This design comes from an exercise in tuning for small area on the open sky130 flow, not from production work. Function not checked in this run: the RTL went through the layout flow alone.

[flow/config.mk]
export PLATFORM = sky130hd
export DESIGN_NAME = cordic_B
export DESIGN_NICKNAME = cordic_B
export VERILOG_FILES = /design/flow/design.v
export SDC_FILE = /design/flow/constraint.sdc
export NUM_CORES = 4
export LEC_CHECK = 0
export CAP_MARGIN = 20
export CORE_MARGIN = 2
export CORE_UTILIZATION = 40
export PLACE_DENSITY = 0.6
export SLEW_MARGIN = 20
[flow/constraint.sdc]
create_clock -name core_clock -period 6.0 [get_ports {clk}]
set_input_delay 1.2000 -clock core_clock [delete_from_list [all_inputs] [get_ports {clk}]]
set_output_delay 1.2000 -clock core_clock [all_outputs]
set_load 0.01 [all_outputs]
[flow/design.v]
module cordic_B(
  input                     clk,
  input                     rst_n,
  input  signed [31:0]      x,
  input  signed [31:0]      y,
  input                     start,
  input                     start1,
  output wire signed [31:0] angle,
  output wire signed [31:0] anglef
);
wire x_neg = x[31] & (|y);
wire y_neg = y[31] & (|x);
wire [15:0] xin = x_neg ? -x[15:0] : x[15:0];
wire [15:0] yin = y_neg ? -y[15:0] : y[15:0];
reg [15:0] c0_x;
reg [15:0] c0_y;
always @(posedge clk or negedge rst_n)
  if (!rst_n) begin
    c0_x <= 16'd0;
    c0_y <= 16'd0;
  end else if (start) begin
    c0_x <= xin;
    c0_y <= yin;
  end
wire s1 = c0_y[15];
wire [15:0] u2 = c0_y ^ {16{s1}};
wire [31:0] uf3 = {u2, {16{s1}}};
wire signed [31:0] xf4 = {c0_x, 16'd0};
wire signed [31:0] X5 = xf4 >>> 0;
wire [31:0] U6 = uf3 >> 0;
wire [16:0] xn7_t = {xf4[31:16], 1'b1} + {U6[31:16], s1};
wire [15:0] xn7 = xn7_t[16:1];
wire [15:0] v8 = uf3[31:16] - X5[31:16];
reg [15:0] c1_x;
reg [15:0] c1_v;
reg [0:0] c1_s;
always @(posedge clk) begin
  c1_x <= xn7;
  c1_v <= v8;
  c1_s <= {s1};
end
wire s9 = c1_s[0] ^ c1_v[15];
wire [15:0] u10 = c1_v ^ {16{c1_v[15]}};
wire [31:0] uf11 = {u10, {16{s9}}};
wire signed [31:0] xf12 = {c1_x, 16'd0};
wire signed [31:0] X13 = xf12 >>> 1;
wire [31:0] U14 = uf11 >> 1;
wire [17:0] xn15_t = {xf12[31:15], 1'b1} + {U14[31:15], s9};
wire [16:0] xn15 = xn15_t[17:1];
wire [16:0] v16 = uf11[31:15] - X13[31:15];
reg [16:0] c2_x;
reg [16:0] c2_v;
reg [1:0] c2_s;
always @(posedge clk) begin
  c2_x <= xn15;
  c2_v <= v16;
  c2_s <= {s9, c1_s[0]};
end
wire s17 = c2_s[1] ^ c2_v[16];
wire [16:0] u18 = c2_v ^ {17{c2_v[16]}};
wire [31:0] uf19 = {u18, {15{s17}}};
wire signed [31:0] xf20 = {c2_x, 15'd0};
wire signed [31:0] X21 = xf20 >>> 2;
wire [31:0] U22 = uf19 >> 2;
wire [19:0] xn23_t = {xf20[31:13], 1'b1} + {U22[31:13], s17};
wire [18:0] xn23 = xn23_t[19:1];
wire [18:0] v24 = uf19[31:13] - X21[31:13];
reg [18:0] c3_x;
reg [18:0] c3_v;
reg [2:0] c3_s;
always @(posedge clk) begin
  c3_x <= xn23;
  c3_v <= v24;
  c3_s <= {s17, c2_s[1], c2_s[0]};
end
wire s25 = c3_s[2] ^ c3_v[18];
wire [18:0] u26 = c3_v ^ {19{c3_v[18]}};
wire [31:0] uf27 = {u26, {13{s25}}};
wire signed [31:0] xf28 = {c3_x, 13'd0};
wire signed [31:0] X29 = xf28 >>> 3;
wire [31:0] U30 = uf27 >> 3;
wire [22:0] xn31_t = {xf28[31:10], 1'b1} + {U30[31:10], s25};
wire [21:0] xn31 = xn31_t[22:1];
wire [21:0] v32 = uf27[31:10] - X29[31:10];
reg [21:0] c4_x;
reg [21:0] c4_v;
reg [3:0] c4_s;
always @(posedge clk) begin
  c4_x <= xn31;
  c4_v <= v32;
  c4_s <= {s25, c3_s[2], c3_s[1], c3_s[0]};
end
wire s33 = c4_s[3] ^ c4_v[21];
wire [21:0] u34 = c4_v ^ {22{c4_v[21]}};
wire [31:0] uf35 = {u34, {10{s33}}};
wire signed [31:0] xf36 = {c4_x, 10'd0};
wire signed [31:0] X37 = xf36 >>> 4;
wire [31:0] U38 = uf35 >> 4;
wire [26:0] xn39_t = {xf36[31:6], 1'b1} + {U38[31:6], s33};
wire [25:0] xn39 = xn39_t[26:1];
wire [25:0] v40 = uf35[31:6] - X37[31:6];
reg [25:0] c5_x;
reg [25:0] c5_v;
reg [4:0] c5_s;
always @(posedge clk) begin
  c5_x <= xn39;
  c5_v <= v40;
  c5_s <= {s33, c4_s[3], c4_s[2], c4_s[1], c4_s[0]};
end
wire s41 = c5_s[4] ^ c5_v[25];
wire [25:0] u42 = c5_v ^ {26{c5_v[25]}};
wire [31:0] uf43 = {u42, {6{s41}}};
wire signed [31:0] xf44 = {c5_x, 6'd0};
wire signed [31:0] X45 = xf44 >>> 5;
wire [31:0] U46 = uf43 >> 5;
wire [31:0] xn47_t = {xf44[31:1], 1'b1} + {U46[31:1], s41};
wire [30:0] xn47 = xn47_t[31:1];
wire [30:0] v48 = uf43[31:1] - X45[31:1];
reg [30:0] c6_x;
reg [30:0] c6_v;
reg [5:0] c6_s;
always @(posedge clk) begin
  c6_x <= xn47;
  c6_v <= v48;
  c6_s <= {s41, c5_s[4], c5_s[3], c5_s[2], c5_s[1], c5_s[0]};
end
wire s49 = c6_s[5] ^ c6_v[30];
wire [30:0] u50 = c6_v ^ {31{c6_v[30]}};
wire [31:0] uf51 = {u50, {1{s49}}};
wire signed [31:0] xf52 = {c6_x, 1'd0};
wire signed [31:0] X53 = xf52 >>> 6;
wire [31:0] U54 = uf51 >> 6;
wire [32:0] xn55_t = {xf52[31:0], 1'b1} + {U54[31:0], s49};
wire [31:0] xn55 = xn55_t[32:1];
wire [31:0] v56 = uf51[31:0] - X53[31:0];
reg [31:0] c7_x;
reg [31:0] c7_v;
reg [6:0] c7_s;
always @(posedge clk) begin
  c7_x <= xn55;
  c7_v <= v56;
  c7_s <= {s49, c6_s[5], c6_s[4], c6_s[3], c6_s[2], c6_s[1], c6_s[0]};
end
wire s57 = c7_s[6] ^ c7_v[31];
wire [31:0] u58 = c7_v ^ {32{c7_v[31]}};
wire [31:0] uf59 = u58;
wire signed [31:0] xf60 = c7_x;
wire signed [31:0] X61 = xf60 >>> 7;
wire [31:0] U62 = uf59 >> 7;
wire [32:0] xn63_t = {xf60[31:0], 1'b1} + {U62[31:0], s57};
wire [31:0] xn63 = xn63_t[32:1];
wire [31:0] v64 = uf59[31:0] - X61[31:0];
reg [31:0] c8_x;
reg [31:0] c8_v;
reg [7:0] c8_s;
always @(posedge clk) begin
  c8_x <= xn63;
  c8_v <= v64;
  c8_s <= {s57, c7_s[6], c7_s[5], c7_s[4], c7_s[3], c7_s[2], c7_s[1], c7_s[0]};
end
wire s65 = c8_s[7] ^ c8_v[31];
wire [31:0] u66 = c8_v ^ {32{c8_v[31]}};
wire [31:0] uf67 = u66;
wire signed [31:0] xf68 = c8_x;
wire signed [31:0] X69 = xf68 >>> 8;
wire [31:0] U70 = uf67 >> 8;
wire [32:0] xn71_t = {xf68[31:0], 1'b1} + {U70[31:0], s65};
wire [31:0] xn71 = xn71_t[32:1];
wire [31:0] v72 = uf67[31:0] - X69[31:0];
reg [31:0] c9_x;
reg [31:0] c9_v;
reg [8:0] c9_s;
always @(posedge clk) begin
  c9_x <= xn71;
  c9_v <= v72;
  c9_s <= {s65, c8_s[7], c8_s[6], c8_s[5], c8_s[4], c8_s[3], c8_s[2], c8_s[1], c8_s[0]};
end
wire s73 = c9_s[8] ^ c9_v[31];
wire [31:0] u74 = c9_v ^ {32{c9_v[31]}};
wire [31:0] uf75 = u74;
wire signed [31:0] xf76 = c9_x;
wire signed [31:0] X77 = xf76 >>> 9;
wire [31:0] U78 = uf75 >> 9;
wire [32:0] xn79_t = {xf76[31:0], 1'b1} + {U78[31:0], s73};
wire [31:0] xn79 = xn79_t[32:1];
wire [31:0] v80 = uf75[31:0] - X77[31:0];
reg [31:0] c10_x;
reg [31:0] c10_v;
reg [9:0] c10_s;
always @(posedge clk) begin
  c10_x <= xn79;
  c10_v <= v80;
  c10_s <= {s73, c9_s[8], c9_s[7], c9_s[6], c9_s[5], c9_s[4], c9_s[3], c9_s[2], c9_s[1], c9_s[0]};
end
wire s81 = c10_s[9] ^ c10_v[31];
wire [31:0] u82 = c10_v ^ {32{c10_v[31]}};
wire [31:0] uf83 = u82;
wire signed [31:0] xf84 = c10_x;
wire signed [31:0] X85 = xf84 >>> 10;
wire [31:0] U86 = uf83 >> 10;
wire [32:0] xn87_t = {xf84[31:0], 1'b1} + {U86[31:0], s81};
wire [31:0] xn87 = xn87_t[32:1];
wire [31:0] v88 = uf83[31:0] - X85[31:0];
reg [31:0] c11_x;
reg [31:0] c11_v;
reg [10:0] c11_s;
always @(posedge clk) begin
  c11_x <= xn87;
  c11_v <= v88;
  c11_s <= {s81, c10_s[9], c10_s[8], c10_s[7], c10_s[6], c10_s[5], c10_s[4], c10_s[3], c10_s[2], c10_s[1], c10_s[0]};
end
wire s89 = c11_s[10] ^ c11_v[31];
wire [31:0] u90 = c11_v ^ {32{c11_v[31]}};
wire [31:0] uf91 = u90;
wire signed [31:0] xf92 = c11_x;
wire signed [31:0] X93 = xf92 >>> 11;
wire [31:0] U94 = uf91 >> 11;
wire [32:0] xn95_t = {xf92[31:0], 1'b1} + {U94[31:0], s89};
wire [31:0] xn95 = xn95_t[32:1];
wire [31:0] v96 = uf91[31:0] - X93[31:0];
reg [31:0] c12_x;
reg [31:0] c12_v;
reg [11:0] c12_s;
always @(posedge clk) begin
  c12_x <= xn95;
  c12_v <= v96;
  c12_s <= {s89, c11_s[10], c11_s[9], c11_s[8], c11_s[7], c11_s[6], c11_s[5], c11_s[4], c11_s[3], c11_s[2], c11_s[1], c11_s[0]};
end
wire s97 = c12_s[11] ^ c12_v[31];
wire [31:0] u98 = c12_v ^ {32{c12_v[31]}};
wire [31:0] uf99 = u98;
wire signed [31:0] xf100 = c12_x;
wire signed [31:0] X101 = xf100 >>> 12;
wire [31:0] U102 = uf99 >> 12;
wire [32:0] xn103_t = {xf100[31:0], 1'b1} + {U102[31:0], s97};
wire [31:0] xn103 = xn103_t[32:1];
wire [31:0] v104 = uf99[31:0] - X101[31:0];
reg [31:0] c13_x;
reg [31:0] c13_v;
reg [12:0] c13_s;
always @(posedge clk) begin
  c13_x <= xn103;
  c13_v <= v104;
  c13_s <= {s97, c12_s[11], c12_s[10], c12_s[9], c12_s[8], c12_s[7], c12_s[6], c12_s[5], c12_s[4], c12_s[3], c12_s[2], c12_s[1], c12_s[0]};
end
wire s105 = c13_s[12] ^ c13_v[31];
wire [31:0] u106 = c13_v ^ {32{c13_v[31]}};
wire [31:0] uf107 = u106;
wire signed [31:0] xf108 = c13_x;
wire signed [31:0] X109 = xf108 >>> 13;
wire [31:0] U110 = uf107 >> 13;
wire [32:0] xn111_t = {xf108[31:0], 1'b1} + {U110[31:0], s105};
wire [17:0] xn111 = xn111_t[32:15];
wire [31:0] v112 = uf107[31:0] - X109[31:0];
reg [17:0] c14_x;
reg [31:0] c14_v;
reg [13:0] c14_s;
always @(posedge clk) begin
  c14_x <= xn111;
  c14_v <= v112;
  c14_s <= {s105, c13_s[12], c13_s[11], c13_s[10], c13_s[9], c13_s[8], c13_s[7], c13_s[6], c13_s[5], c13_s[4], c13_s[3], c13_s[2], c13_s[1], c13_s[0]};
end
wire s113 = c14_s[13] ^ c14_v[31];
wire [31:0] u114 = c14_v ^ {32{c14_v[31]}};
wire [31:0] uf115 = u114;
wire signed [31:0] xf116 = {c14_x, 14'd0};
wire signed [31:0] X117 = xf116 >>> 14;
wire [31:0] v118 = uf115 - X117;
wire s119 = s113 ^ v118[31];
reg [15:0] c15_s;
always @(posedge clk) begin
  c15_s <= {s119, s113, c14_s[13], c14_s[12], c14_s[11], c14_s[10], c14_s[9], c14_s[8], c14_s[7], c14_s[6], c14_s[5], c14_s[4], c14_s[3], c14_s[2], c14_s[1], c14_s[0]};
end
wire [23:0] f120_t = 24'd0
  + (c15_s[0] ? 24'd5898240 : 24'd0)
  + (c15_s[1] ? 24'd3481984 : 24'd0)
  + (c15_s[2] ? 24'd1839744 : 24'd0)
  + (c15_s[3] ? 24'd933888 : 24'd0)
  + (c15_s[4] ? 24'd468736 : 24'd0)
  + (c15_s[5] ? 24'd234624 : 24'd0)
  + (c15_s[6] ? 24'd117376 : 24'd0)
  + (c15_s[7] ? 24'd58624 : 24'd0)
  + (c15_s[8] ? 24'd29312 : 24'd0)
  + (c15_s[9] ? 24'd14720 : 24'd0)
  + (c15_s[10] ? 24'd7296 : 24'd0)
  + (c15_s[11] ? 24'd3712 : 24'd0)
  + (c15_s[12] ? 24'd1792 : 24'd0)
  + (c15_s[13] ? 24'd896 : 24'd0)
  + (c15_s[14] ? 24'd512 : 24'd0)
  + (c15_s[15] ? 24'd256 : 24'd0)
;
wire [23:0] f120_z = 24'd6545856 - f120_t;
wire [7:0] f120 = f120_z[23:16];
reg [7:0] c16_f;
always @(posedge clk) begin
  c16_f <= f120;
end
reg [7:0] c17_f;
always @(posedge clk) begin
  c17_f <= c16_f;
end
reg [4:0] cnt;
always @(posedge clk or negedge rst_n)
  if (!rst_n) cnt <= 5'd0;
  else if (cnt != 5'd17) cnt <= cnt + 5'd1;
reg [7:0] a_next;
always @(*)
  case (cnt)
    5'd0: a_next = 8'd0;
    5'd1: a_next = 8'd0;
    5'd2: a_next = 8'd0;
    5'd3: a_next = 8'd0;
    5'd4: a_next = 8'd0;
    5'd5: a_next = 8'd0;
    5'd6: a_next = 8'd0;
    5'd7: a_next = 8'd0;
    5'd8: a_next = 8'd0;
    5'd9: a_next = 8'd0;
    5'd10: a_next = 8'd1;
    5'd11: a_next = 8'd3;
    5'd12: a_next = 8'd7;
    5'd13: a_next = 8'd14;
    5'd14: a_next = 8'd28;
    5'd15: a_next = 8'd54;
    5'd16: a_next = 8'd99;
    default: a_next = c17_f;
  endcase
reg [7:0] a_r, af_r;
wire af_neg = (x[31] & (|y)) | (y[31] & ~x[31] & (|x));
always @(posedge clk or negedge rst_n)
  if (!rst_n) a_r <= 8'd0;
  else a_r <= a_next;
always @(posedge clk or negedge rst_n)
  if (!rst_n) af_r <= 8'd0;
  else if (start) af_r <= af_neg ? -a_r : a_r;
assign angle = {{24{a_r[7]}}, a_r};
assign anglef = {{24{af_r[7]}}, af_r};
endmodule
[flow/run.sh]
#!/bin/bash
# synth_recipe.tcl (not shown) runs the flow's synth.tcl, then flattens the netlist and writes it again
# the make line also repeats each setting of config.mk as NAME=value (left out here)
make -C /OpenROAD-flow-scripts/flow DESIGN_CONFIG=/design/flow/config.mk WORK_HOME=/design/flow/orfs CLKGATE_MAP_FILE= SYNTH_SCRIPT=/design/flow/synth_recipe.tcl finish
==> results_dict.tcl <==
set metrics [dict create \
    clockBufferDepth 3 \
    first_pass_iters 5 \
    ys_seq_area_frac 0.315 \
    synthCells 6804 \
    cap_violations 0 \
    hold_viol 0 \
    core-area_um2 152000 \
    grt_pass1_vias 44900 \
    clock_latency_ns 0.73 \
    status "timing/DRC/antenna clean" \
    track_usage 0.191 \
    finalWirelength_um 153000 \
    io_pins 132 \
    cts_buffers 108 \
    vias 46700 \
    tightestPinTransition_ns 1.15 \
    synth.top_cell.area_share 0.293 \
    grt.overflow.total 0 \
    die_w_um 395 \
    synthToLayoutAreaGrowth_pct 11.7 \
    drtIter0Drc 2681 \
    drive_gt1_frac 0.0444 \
    gp_congestion 0.888 \
    start_kind "flip-flop" \
    slew_headroom 0.231 \
    skew_ns 0.0272 \
    final_nets 7812 \
    die_area_um2 156000 \
    vias_per_cell 5.17 \
    grt_pass1_wl_um 243000 \
    final_cell_mix "dfxtp_1 (889), ha_1 (767), inv_1 (621)" \
    post_synth.cell_area_avg_um2 8.99 \
    crit_arrival_ns 6.21 \
    post_cts_buffers 0 \
    layout_setup_ws_ns 0.448 \
    slew_viol_final 0 \
    utilization 0.450 \
    synth_cell_types 94 \
    cp.required_ns 6.66 \
    post_cts_resized 0 \
    wl_per_cell_um 16.9 \
    place.port_buffers 130 \
    clkTransAtPathRegs_ns 0.06 \
    placed_cell_area_um2 64400 \
    synth_ff_type "dfxtp_1" \
    hpwl_um 126000 \
    critical_path_class "flip-flop to flip-flop" \
    antenna_found_initial 5 \
    tns_ns 0 \
    drc_errors 0 \
    cts_tree "done" \
    end_kind "flip-flop" \
    cts_sinks 950 \
    async_flop_share 0.0558 \
    ctsHoldBuffers 0 \
    start_util 0.403 \
    layout_commonest_cell "dfxtp_1" \
    synth_edf_count 0 \
    fmax_mhz 180 \
    hold_path_class "flip-flop to flip-flop" \
    cts.htree.levels 3 \
    synth_area_um2 61200 \
    path_max_fanout 4 \
    syn-num-nets 7704 \
    final_area_um2 68400 \
    rsz0062_at_grt "no" \
    finalSetupViolCount 0 \
    finalCritPeriodShare 0.925 \
    die_h_um 395 \
    fp-row-count 143 \
    synth_seq_cells 950 \
    synth_top_cell_by_area "dfxtp_1" \
    synth.area.top_cells "dfxtp_1 (29%), ha_1 (16%), xor2_1 (8.1%)" \
    grt_max_degree 54 \
    layout_min_cycle_time_ns 5.55 \
    yosysWarnings 1 \
    dp_slack_ns 0.203 \
    clockRootBuffer "clkbuf_16" \
    drtAntennaViolNets 0 \
]
[cells by family (layout without fill, tap and decap cells)]
group                      after synthesis  in the layout  share of synthesized area
AOI/OAI and AO/OA                     1720           1720                      0.183
xor gates and xnor gates              1089           1089                      0.156
adders and majority gates              832            832                      0.178
buffers and inverters                  774            977                     0.0508
DFF                                    950            950                      0.315
muxes                                   13             13                    0.00227
other                                    0              1                          0
and+or+nand+nor                       1426           1426                      0.115
[sequential cells by signal, indices dropped and copies added (netlist names), 22 cells and up]
| register | count |
|---|---|
| c14_v | 32 |
| c4_x | 22 |
| c4_v | 22 |
| c12_v | 32 |
| c7_v | 32 |
| c8_x | 32 |
| c5_v | 26 |
| c8_v | 32 |
| c13_x | 32 |
| c9_x | 32 |
| c12_x | 32 |
| c13_v | 32 |
| c11_v | 32 |
| c10_v | 32 |
| c7_x | 32 |
| c5_x | 26 |
| c10_x | 32 |
| c11_x | 32 |
| c6_v | 31 |
| c6_x | 31 |
| c9_v | 32 |
[Yosys cell counts (all sizes together) (13+ instances only)]
cell type / n
a211o: 17
a211oi: 60
a21boi: 25
a21o: 256
a21oi: 536
a221oi: 13
a31o: 16
a31oi: 65
and2: 33
and3: 54
buf: 96
clkbuf: 56
dfrtp: 53
dfxtp: 897
fa: 65
ha: 767
inv: 621
nand2: 286
nand2b: 73
nand3: 125
nand4: 64
nor2: 412
nor2b: 93
nor3: 121
nor3b: 15
nor4: 31
o2111ai: 15
o211ai: 34
o21a: 95
o21ai: 286
o21bai: 88
o31a: 30
o31ai: 41
o41ai: 16
or2: 32
or3: 33
or4: 16
xnor2: 521
xor2: 568
[critical path, cell delays in order (launching register included)]
cell and delay, ns:
dfxtp_1 0.36, inv_1 0.14, fa_1 0.42, inv_1 0.08
fa_1 0.15, inv_1 0.05, fa_1 0.44, fa_1 0.52
fa_1 0.55, inv_1 0.05, fa_1 0.48, inv_1 0.04
ha_1 0.26, o21a_1 0.18, o21a_1 0.18, o21ai_2 0.16
a21oi_1 0.14, o41a_1 0.39, a41o_1 0.29, or2_2 0.30
a21oi_1 0.18, xnor2_1 0.13
[final timing paths]
check,from,end,slack (ns),cells past startpoint
min in group asynchronous,rst_n,c0_x[14]$_DFFE_PN0P_,0.57,2
max reg2reg,c15_s[10]$_DFF_P_,c16_f[6]$_DFF_P_,0.45,21
min,c9_s[0]$_DFF_P_,c10_s[0]$_DFF_P_,0.32,0
min reg2reg,c9_s[0]$_DFF_P_,c10_s[0]$_DFF_P_,0.32,0
max,c15_s[10]$_DFF_P_,c16_f[6]$_DFF_P_,0.45,21
max in group asynchronous,rst_n,af_r[6]$_DFFE_PN0P_,4.93,2
[cell type report]
type | count | area [µm²]
Inverter | 622 | 2330
Antenna cell | 1 | 2.50
Fill cell | 14600 | 83500
Timing Repair Buffer | 150 | 1440
Clock inverter | 72 | 990
Clock buffer | 133 | 2960
Tap cell | 2030 | 2540
Multi-Input combinational cell | 5080 | 38800
Sequential cell | 950 | 19300
[stage by stage]
step	instances	hold slack [ns]
floorplan	6804	0.310
global placement	8832	0.310
detailed placement	8832	0.312
CTS	9037	0.319
global route	9037	0.318
finish	9038	0.316
[metal layers]
| layer | wire (µm) | vias up | GRT usage | share of wire |
|---|---|---|---|---|
| met4 | 3500 | 2 | 0.0474 | 0.023 |
| met1 | 72700 | 21800 | 0.260 | 0.47 |
| met2 | 71400 | 793 | 0.321 | 0.47 |
| met3 | 5470 | 220 | 0.0217 | 0.036 |
| li1 | - | 23900 | - | - |
| met5 | 12 | - | 0 | 0.000078 |

-- re-timing with driven ports --
The flow's constraints put no driver on any port. The routed layout listed below was extracted and timed again, unchanged, in two steps.
Step 1: set_driving_cell puts a clkbuf_16 on clk and a buf_2 on each other input, an assumption about the parent block.
Step 2 also shifts input and output timing later by t, the mid clock arrival at the registers, as if the neighbouring blocks saw the same clock.
Slacks: ideal ports / drivers / drivers and shift; pairs: ideal ports / drivers.
t (ns): 0.792
slack for setup (ns): 0.448 / 0.448 / 0.448
worst setup path after step 2: register to register
After both steps setup and hold are still met in this run. The setup slack of this run moves by 0.000 ns with the drivers and by 0.000 ns with both steps.
